Context: an optimization exercise on an open-source flow, tuned for small area and a short achievable clock period. The choices shown serve that exercise and are no tape-out recipe.
Function was checked by simulation only, so behaviour that the tests miss may differ from the original.
Power is estimated from default activity; no workload was simulated.

==> flow/design.v <==
module float_adder(
    input   clk,
    input   rst,
    input   [31:0]  x,
    input   [31:0]  y,
    output  [31:0]  z,
    output  [1:0]   overflow  
);
    reg [2:0] cnt;
    always @(posedge clk or negedge rst) begin
        if (!rst)
            cnt <= 3'd0;
        else if (cnt != 3'd7)
            cnt <= cnt + 3'd1;
    end
    wire [8:0] d = {1'b0, x[30:23]} - {1'b0, y[30:23]};
    wire x_gt = x[30:0] > y[30:0];       
    wire zx = (x[30:0] == 31'd0);
    wire zy = (y[30:0] == 31'd0);
    reg [31:0] xr, yr;
    reg [8:0]  i_d;
    reg        i_xb, i_hx, i_hy;
    always @(posedge clk) begin
        i_hx <= ~zx;             
        i_hy <= ~zy | zx;        
        xr   <= x;
        yr   <= y;
        i_d  <= d;
        i_xb <= x_gt;
    end
    wire [7:0] ex = xr[30:23], ey = yr[30:23];
    wire [22:0] mx = xr[22:0], my = yr[22:0];
    wire sx = xr[31], sy = yr[31];
    wire sub = sx ^ sy;
    wire neg = i_d[8];                   
    wire hx = i_hx, hy = i_hy;
    wire [23:0] s_sml = i_xb ? {hy, my} : (neg ? {1'b0, hx, mx[22:1]} : {hx, mx});
    wire [4:0]  sh    = i_d[4:0] ^ {5{neg}};
    wire        far   = neg ? (i_d[7:5] != 3'b111) : (i_d[7:5] != 3'b000);
    wire [23:0] s_al  = far ? 24'd0 : (s_sml >> sh);
    wire [22:0] m_big = i_xb ? mx : my;         
    wire [7:0]  e_big = i_xb ? ex : ey;
    wire ex1 = (ex == 8'd255), ey1 = (ey == 8'd255);
    wire nan  = (ex1 && (mx != 23'd0)) || (ey1 && (my != 23'd0));
    wire spec = ex1 || ey1;
    wire ones = nan || (ex1 && ey1 && sub);
    wire sgn = spec ? (sx | nan) : (i_xb ? sx : sy);
    reg [22:0] a_big;
    reg [23:0] a_sml;
    reg [7:0]  a_e;
    reg a_sgn, a_sub, a_spec, a_ones;
    always @(posedge clk) begin
        a_big  <= m_big;
        a_sml  <= s_al ^ {24{sub}};
        a_e    <= e_big;
        a_sgn  <= sgn;
        a_sub  <= sub;
        a_spec <= spec;
        a_ones <= ones;
    end
    wire [25:0] s_res = {2'b01, a_big, 1'b1} + {a_sub, a_sml, a_sub};
    wire [24:0] sum = {s_res[25] & ~a_sub, s_res[24:1]};
    reg [24:0] m_sum;
    reg [7:0]  m_ep1;        
    reg m_sgn, m_spec, m_ones;
    always @(posedge clk) begin
        m_sum  <= sum;
        m_ep1  <= a_e + 8'd1;
        m_sgn  <= a_sgn;
        m_spec <= a_spec;
        m_ones <= a_ones;
    end
    wire e0 = (m_ep1 == 8'd1);
    wire [24:0] lzin = {m_sum[24], m_sum[23] | e0, m_sum[22:0]};
    reg [4:0] k;
    integer i;
    always @(*) begin
        k = 5'd0;
        for (i = 0; i < 25; i = i + 1)
            if (lzin[i]) k = 5'd24 - i[4:0];
    end
    wire [23:0] crs  = m_sum[23:0] << {k[4:3], 3'b000};
    wire zero = (m_sum == 25'd0);
    wire ovf  = m_sum[24] && (m_ep1 == 8'd255);
    reg [23:0] n_m;
    reg [4:0]  n_k;
    reg [7:0]  n_ep1;
    reg        n_ones, n_clr, n_e255, n_e0;
        always @(posedge clk) begin
        n_m    <= crs;
        n_k    <= k;
        n_ep1  <= m_ep1;
        n_ones <= m_spec & m_ones;
        n_clr  <= m_spec | ovf;
        n_e255 <= m_spec | ovf;
        n_e0   <= zero & ~m_spec;
    end
    reg        z_s;
    reg [1:0]  z_ov;
    always @(posedge clk) begin
        if (cnt == 3'd3) begin
            z_s    <= (zero & ~m_spec) ? 1'b0 : m_sgn;
            z_ov   <= m_spec ? 2'b11 : {1'b0, ovf};
        end
    end
    wire [23:0] fin = n_m << n_k[2:0];
    reg [22:0] z_m;
    reg [7:0]  z_e;
    always @(posedge clk) begin
        if (cnt == 3'd4) begin
        z_m <= n_ones ? {23{1'b1}} : (n_clr ? 23'd0 : fin[23:1]);
        z_e <= n_e255 ? 8'd255 : (n_e0 ? 8'd0 : n_ep1 - {3'd0, n_k});
        end
    end
    assign z = {z_s, z_e, z_m};
    assign overflow = z_ov;
endmodule
export LEC_CHECK = 0
export CAP_MARGIN = 20
export CORE_MARGIN = 2
export CORE_UTILIZATION = 50
export CTS_BUF_LIST = sky130_fd_sc_hd__clkbuf_8
export CTS_CLUSTER_SIZE = 40
export SETUP_SLACK_MARGIN = 2.5
export SLEW_MARGIN = 20
create_clock -name core_clock -period 5.0 [get_ports {clk}]
run.sh (not shown) runs the stock make flow with config.mk's settings and CLKGATE_MAP_FILE= SYNTH_SCRIPT=/design/flow/synth_recipe.tcl, a recipe that flattens the netlist after the stock synthesis.
The baseline ran to the end with no violations.
Edit:
==> flow/flow/run.sh (new file) <==
#!/bin/bash
# Standard layout (standard.sh), with port buffers made from a plain buffer
# cell and clock tree synthesis without dummy loads.
set -euo pipefail
export BUFFER_PORTS_ARGS="-buffer_cell sky130_fd_sc_hd__buf_1"
export CTS_ARGS="-sink_clustering_enable -repair_clock_nets -dont_use_dummy_load -buf_list sky130_fd_sc_hd__clkbuf_16 -sink_clustering_size 24 -sink_clustering_max_diameter 120"
bash standard.sh > standard.log 2>&1
==> flow/standard.sh (new file) <==
#!/bin/bash
# synth_recipe.tcl (not shown) runs the flow's synth.tcl, then flattens the netlist and writes it again
# the make line also repeats each setting of config.mk as NAME=value (left out here)
make -C /OpenROAD-flow-scripts/flow DESIGN_CONFIG=/design/flow/config.mk WORK_HOME=/design/flow/orfs CLKGATE_MAP_FILE= SYNTH_SCRIPT=/design/flow/synth_recipe.tcl "${@:-finish}"
- ABC_AREA: unset -> 1
- CAP_MARGIN: 20 -> 0
- CORE_UTILIZATION: 50 -> 62
- CTS_BUF_LIST: sky130_fd_sc_hd__clkbuf_8 -> unset
- CTS_CLUSTER_SIZE: 40 -> unset
- SETUP_SLACK_MARGIN: 2.5 -> 2.6
- SLEW_MARGIN: 20 -> 0
removed: flow/run.sh
Final cell count climbs by 1.3%.
Combinational power came out lower by 7.0%.
Total power went down by 13%.
Register-to-register slack is better by 0.13 ns.
Design area came out lower by 16%.
Area after synthesis falls by 9.4%.
Global-route usage increases by 3.3 points.
Clock skew goes up by 0.016 ns.
Maximum frequency grows by 9.5%.
Sequential power drops by about 3%.
Edit:
- CAP_MARGIN: 0 -> 10
- PLACE_DENSITY: unset -> 0.75
- SLEW_MARGIN: 0 -> 10
Effect:
- The changed run completed with no timing, DRC or antenna violations
- worst setup slack got worse by 0.072 ns
- maximum frequency shrinks by about 3%
- final area climbs by 0.69%
- power rose by 0.32%
- global-route usage came out higher by 0.15 points
- clock skew came out higher by 0.0097 ns
- wire length falls by about 1.4%
- utilization grows by 0.49 points
- sequential power hardly moves
- non-clock buffer count goes down by 6
Edit:
- PLACE_DENSITY: 0.75 -> unset
Global-route usage decreases by 0.15 points.
Total power is lower by 0.31%.
Design area decreases by 0.69%.
First-iteration DRC count goes down by 4.6%.
Clock-buffer cell count stays the same.
Core utilization goes down by 0.49 points.
Flip-flop and latch count stays the same.
Via count is about the same.
Clock skew falls by 0.0097 ns.

========
RTL: the design.v shown in full above, as it stands there.
==> flow/config.mk <==
export PLATFORM = sky130hd
export DESIGN_NAME = float_adder
export DESIGN_NICKNAME = float_adder
export VERILOG_FILES = /design/flow/design.v
export SDC_FILE = /design/flow/constraint.sdc
export NUM_CORES = 4
export LEC_CHECK = 0
export ABC_AREA = 1
export CAP_MARGIN = 10
export CORE_MARGIN = 2
export CORE_UTILIZATION = 50
export SETUP_SLACK_MARGIN = 2.6
export SLEW_MARGIN = 10
==> flow/constraint.sdc <==
create_clock -name core_clock -period 5.0 [get_ports {clk}]
set_input_delay 1.0000 -clock core_clock [delete_from_list [all_inputs] [get_ports {clk}]]
set_output_delay 1.0000 -clock core_clock [all_outputs]
set_load 0.01 [all_outputs]
standard.sh (not shown) runs the stock make flow with config.mk's settings and CLKGATE_MAP_FILE= SYNTH_SCRIPT=/design/flow/synth_recipe.tcl, a recipe that flattens the netlist after the stock synthesis.
==> flow/flow/run.sh <==
#!/bin/bash
# Standard layout (standard.sh), with port buffers made from a plain buffer
# cell and clock tree synthesis without dummy loads.
set -euo pipefail
export BUFFER_PORTS_ARGS="-buffer_cell sky130_fd_sc_hd__buf_1"
export CTS_ARGS="-sink_clustering_enable -repair_clock_nets -dont_use_dummy_load -buf_list sky130_fd_sc_hd__clkbuf_8 -sink_clustering_size 20 -sink_clustering_max_diameter 200"
bash standard.sh > standard.log 2>&1
Then changed:
==> flow/run.sh (new file) <==
#!/bin/bash
# synth_recipe.tcl (not shown) runs the flow's synth.tcl, then flattens the netlist and writes it again
# the make line also repeats each setting of config.mk as NAME=value (left out here)
make -C /OpenROAD-flow-scripts/flow DESIGN_CONFIG=/design/flow/config.mk WORK_HOME=/design/flow/orfs CLKGATE_MAP_FILE= SYNTH_SCRIPT=/design/flow/synth_recipe.tcl finish
ABC_AREA = not set   (was 1)
CAP_MARGIN = 20   (was 10)
CORE_UTILIZATION = 40   (was 50)
SETUP_SLACK_MARGIN = 3.0   (was 2.6)
SLEW_MARGIN = 20   (was 10)
removed: flow/flow/run.sh
removed: flow/standard.sh
- The new run completed without violations
- worst hold slack improves by 0.044 ns
- via count climbs by 9.7%
- global-route usage came out lower by 2.2 points
- clock-buffer cell count rose by 21
Then changed:
==> flow/flow/run.sh (new file) <==
#!/bin/bash
# Standard layout (standard.sh), with port buffers made from a plain buffer
# cell and clock tree synthesis without dummy loads.
set -euo pipefail
export BUFFER_PORTS_ARGS="-buffer_cell sky130_fd_sc_hd__buf_1"
export CTS_ARGS="-sink_clustering_enable -repair_clock_nets -dont_use_dummy_load -buf_list sky130_fd_sc_hd__clkbuf_16 -sink_clustering_size 30 -sink_clustering_max_diameter 200"
bash standard.sh > standard.log 2>&1
==> flow/standard.sh (new file) <==
#!/bin/bash
# synth_recipe.tcl (not shown) runs the flow's synth.tcl, then flattens the netlist and writes it again
# the make line also repeats each setting of config.mk as NAME=value (left out here)
make -C /OpenROAD-flow-scripts/flow DESIGN_CONFIG=/design/flow/config.mk WORK_HOME=/design/flow/orfs CLKGATE_MAP_FILE= SYNTH_SCRIPT=/design/flow/synth_recipe.tcl "${@:-finish}"
ABC_AREA = 1   (was not set)
CAP_MARGIN = 10   (was 20)
CORE_UTILIZATION = 50   (was 40)
SETUP_SLACK_MARGIN = 2.6   (was 3.0)
SLEW_MARGIN = 10   (was 20)
removed: flow/run.sh
Synthesized cell count came out higher by 13%.
Cell count came out lower by 3.7%.
Cell area came out lower by 24%.
Count of clock-buffer cells in the layout came out lower by 25.
Combinational power came out lower by 26%.
Utilization came out higher by 2.8 points.
Wire length came out lower by 21%.
Area after synthesis came out lower by 9.4%.
Then changed:
--- a/flow/flow/run.sh
+++ b/flow/flow/run.sh
@@ -6 +6 @@
-export CTS_ARGS="-sink_clustering_enable -repair_clock_nets -dont_use_dummy_load -buf_list sky130_fd_sc_hd__clkbuf_16 -sink_clustering_size 30 -sink_clustering_max_diameter 200"
+export CTS_ARGS="-sink_clustering_enable -repair_clock_nets -dont_use_dummy_load -buf_list sky130_fd_sc_hd__clkbuf_16 -sink_clustering_size 24 -sink_clustering_max_diameter 120"
CORE_UTILIZATION = 62   (was 50)
SETUP_SLACK_MARGIN = 2.5   (was 2.6)
After rerunning:
- The changed run ran to the end with no violations
- count of clock-buffer cells in the layout climbs by 2
- setup slack loses 0.092 ns
- first-iteration DRC count climbs by 39%
- synthesized cell count is unchanged
Then changed:
SETUP_SLACK_MARGIN = 2.7   (was 2.5)
Result: Via count went up by 0.88%; final area goes up by 2.9%; worst setup slack gets better by 0.15 ns; global-route usage goes up by 0.33 points; clock skew drops by 0.0056 ns; register-to-register slack improved by 0.11 ns; die area stays the same; worst hold slack got worse by 0.017 ns; non-clock buffer count rose by 15; combinational power rises by 8.6%; final cell count goes up by 0.90%.

========
## v40
// float_adder: RTL as listed in full above, without the edits since
Settings: LEC_CHECK=0, ABC_AREA=1, CAP_MARGIN=10, CORE_MARGIN=2, CORE_UTILIZATION=50, SETUP_SLACK_MARGIN=2.9, SLEW_MARGIN=10; clock period 5.0 ns.
==> flow/flow/run.sh <==
#!/bin/bash
# Standard layout (standard.sh), with port buffers made from a plain buffer
# cell and clock tree synthesis without dummy loads.
set -euo pipefail
export BUFFER_PORTS_ARGS="-buffer_cell sky130_fd_sc_hd__buf_1"
export CTS_ARGS="-sink_clustering_enable -repair_clock_nets -dont_use_dummy_load -buf_list sky130_fd_sc_hd__clkbuf_16 -sink_clustering_size 24 -sink_clustering_max_diameter 120"
bash standard.sh > standard.log 2>&1
v40 reached the end of the flow, and the finished layout is clean on the timing, DRC and antenna checks.
For v8, these inputs were changed with respect to v40:
- CORE_UTILIZATION now 70, was 50
- PLACE_DENSITY now 0.8, previously not set
- SETUP_SLACK_MARGIN now 2.6, was 2.9
==> results.txt <==
- Going from v40 to v8, sum of internal, switching and leakage power decreased 7.2%; met3 usage increased 1.8 points; die height decreased 15%.
The inputs of v28 differ from those of v8 as listed below.
- PLACE_DENSITY: 0.8 -> unset
- CORE_UTILIZATION: 70 -> 50
--- a/flow/flow/run.sh
+++ b/flow/flow/run.sh
@@ -6 +6 @@
-export CTS_ARGS="-sink_clustering_enable -repair_clock_nets -dont_use_dummy_load -buf_list sky130_fd_sc_hd__clkbuf_16 -sink_clustering_size 24 -sink_clustering_max_diameter 120"
+export CTS_ARGS="-sink_clustering_enable -repair_clock_nets -dont_use_dummy_load -buf_list sky130_fd_sc_hd__clkbuf_8 -sink_clustering_size 40"
## What came out
- v28: full flow OK, the timing, DRC and antenna checks passed
- Summary of v28 over v8: via count shows a reduction of 536, area of the core region climbed 0.0067 mm², maximum number of pins on one net before global-route repair lost about 21%, proportion of power drawn by combinational gates decreased 1.7 points.
- Looking at capture point of the worst path, the a_sml[2] result is from v28; the a_sml[5] one comes from v8.
- Going from v8 to v28, power went up by about 5%; sequential cell area share fell by 1.1 points.
### v28 -> v32
- SETUP_SLACK_MARGIN: 2.6 -> 2.5
- SLEW_MARGIN: 10 -> 20
- CAP_MARGIN: 10 -> 20
- ABC_AREA: 1 -> unset
- CORE_UTILIZATION: 50 -> 40
==> flow/run.sh (new file) <==
#!/bin/bash
# synth_recipe.tcl (not shown) runs the flow's synth.tcl, then flattens the netlist and writes it again
# the make line also repeats each setting of config.mk as NAME=value (left out here)
make -C /OpenROAD-flow-scripts/flow DESIGN_CONFIG=/design/flow/config.mk WORK_HOME=/design/flow/orfs CLKGATE_MAP_FILE= SYNTH_SCRIPT=/design/flow/synth_recipe.tcl finish
removed: flow/flow/run.sh
removed: flow/standard.sh
==> results.txt <==
- Maximum resistive drop on vdd: v32 > v28
- Going from v28 to v32, the number of buffers created by CTS was found to have gone down by 34%.
- Netlist area before placement delta (v32 − v28): unfavourable
- Against v28, highest clock rate in v32 came out worse.
- in -> async as the path category of the worst min-delay check was reported by v28, and reg -> reg by v32.
Changes in v25 relative to v32:
- CTS_CLUSTER_SIZE now 40, previously not set
- ABC_AREA now 1, previously not set
- CORE_UTILIZATION now 50, was 40
- CTS_BUF_LIST now sky130_fd_sc_hd__clkbuf_8, previously not set
==> flow/flow/run.sh (new file) <==
#!/bin/bash
# Standard layout, with the port buffers made from a plain buffer cell.
set -euo pipefail
export BUFFER_PORTS_ARGS="-buffer_cell sky130_fd_sc_hd__buf_2"
bash standard.sh > standard.log 2>&1
==> flow/standard.sh (new file) <==
#!/bin/bash
# synth_recipe.tcl (not shown) runs the flow's synth.tcl, then flattens the netlist and writes it again
# the make line also repeats each setting of config.mk as NAME=value (left out here)
make -C /OpenROAD-flow-scripts/flow DESIGN_CONFIG=/design/flow/config.mk WORK_HOME=/design/flow/orfs CLKGATE_MAP_FILE= SYNTH_SCRIPT=/design/flow/synth_recipe.tcl "${@:-finish}"
removed: flow/run.sh
[summary]
- v25 has completed all stages; timing, DRC and antenna checks passed.
- On time the worst path needs with I/O delays and setup: v25 sits below v32.
- Re non-clock buffer instance count of the final layout: v25 is about 0.75% up on v32.
- For synthesized area, dividing the value from v25 by the value from v32 gives 0.906.
- Sequential power of v32 is on par with v25.
- The type of the most critical hold path comes out reg -> reg in one run and in -> async in the other, namely in v32 and v25 respectively.

afterwards: timing with drivers on the ports:
How much do the figures lean on ideal ports? The routed layouts below were timed once more, with nothing changed but the port constraints. Step 1 sets driving cells, clkbuf_16 on the clock port and buf_2 on the other inputs (assumed; they add their load-dependent delay and slew). Step 2 adds t to the input delays and takes it off the output delays; t is the mean of the earliest and latest rising clock arrival at the registers after step 1. Input paths then give back, and output paths get back, about the clock's delay inside the block. a / b / c = ideal ports / drivers / drivers and shift; a / b = the first two.
run | t (ns) | setup slack, ns | latest minus earliest clock arrival (ns) | worst register clock-pin slew, ns | pins driven straight from the clock port
the first run of note 1 | 0.589 | 2.488 / 2.508 / 1.918 | 0.026 / 0.027 | 0.08 / 0.08 | 1
the second run of note 1 | 0.500 | 2.706 / 2.706 / 2.285 | 0.041 / 0.041 | 0.10 / 0.10 | 1
the third run of note 1 | 0.520 | 2.634 / 2.659 / 2.138 | 0.051 / 0.051 | 0.10 / 0.10 | 1
the fourth run of note 1 | 0.500 | 2.706 / 2.706 / 2.285 | 0.041 / 0.041 | 0.10 / 0.10 | 1
the first run of note 2 | 0.524 | 2.687 / 2.687 / 2.231 | 0.068 / 0.068 | 0.12 / 0.12 | 1
the second run of note 2 | 0.599 | 2.637 / 2.637 / 2.407 | 0.018 / 0.017 | 0.07 / 0.07 | 1
the third run of note 2 | 0.500 | 2.665 / 2.665 / 2.271 | 0.058 / 0.058 | 0.11 / 0.11 | 1
the fourth run of note 2 | 0.502 | 2.573 / 2.593 / 2.091 | 0.046 / 0.046 | 0.10 / 0.10 | 1
the fifth run of note 2 | 0.508 | 2.726 / 2.726 / 2.238 | 0.043 / 0.043 | 0.09 / 0.09 | 1
v40 | 0.502 | 2.763 / 2.763 / 2.463 | 0.037 / 0.037 | 0.10 / 0.10 | 1
v8 | 0.498 | 2.603 / 2.603 / 2.235 | 0.047 / 0.047 | 0.10 / 0.10 | 1
v28 | 0.558 | 2.675 / 2.675 / 2.238 | 0.065 / 0.065 | 0.06 / 0.06 | 1
v32 | 0.577 | 2.496 / 2.496 / 2.064 | 0.015 / 0.015 | 0.06 / 0.06 | 1
v25 | 0.573 | 2.604 / 2.604 / 2.278 | 0.025 / 0.024 | 0.06 / 0.06 | 1
After both steps setup and hold are still met in every run listed. The setup slack of the first run of note 1, which loses most, moves by +0.020 ns with the drivers and by -0.570 ns with both steps.
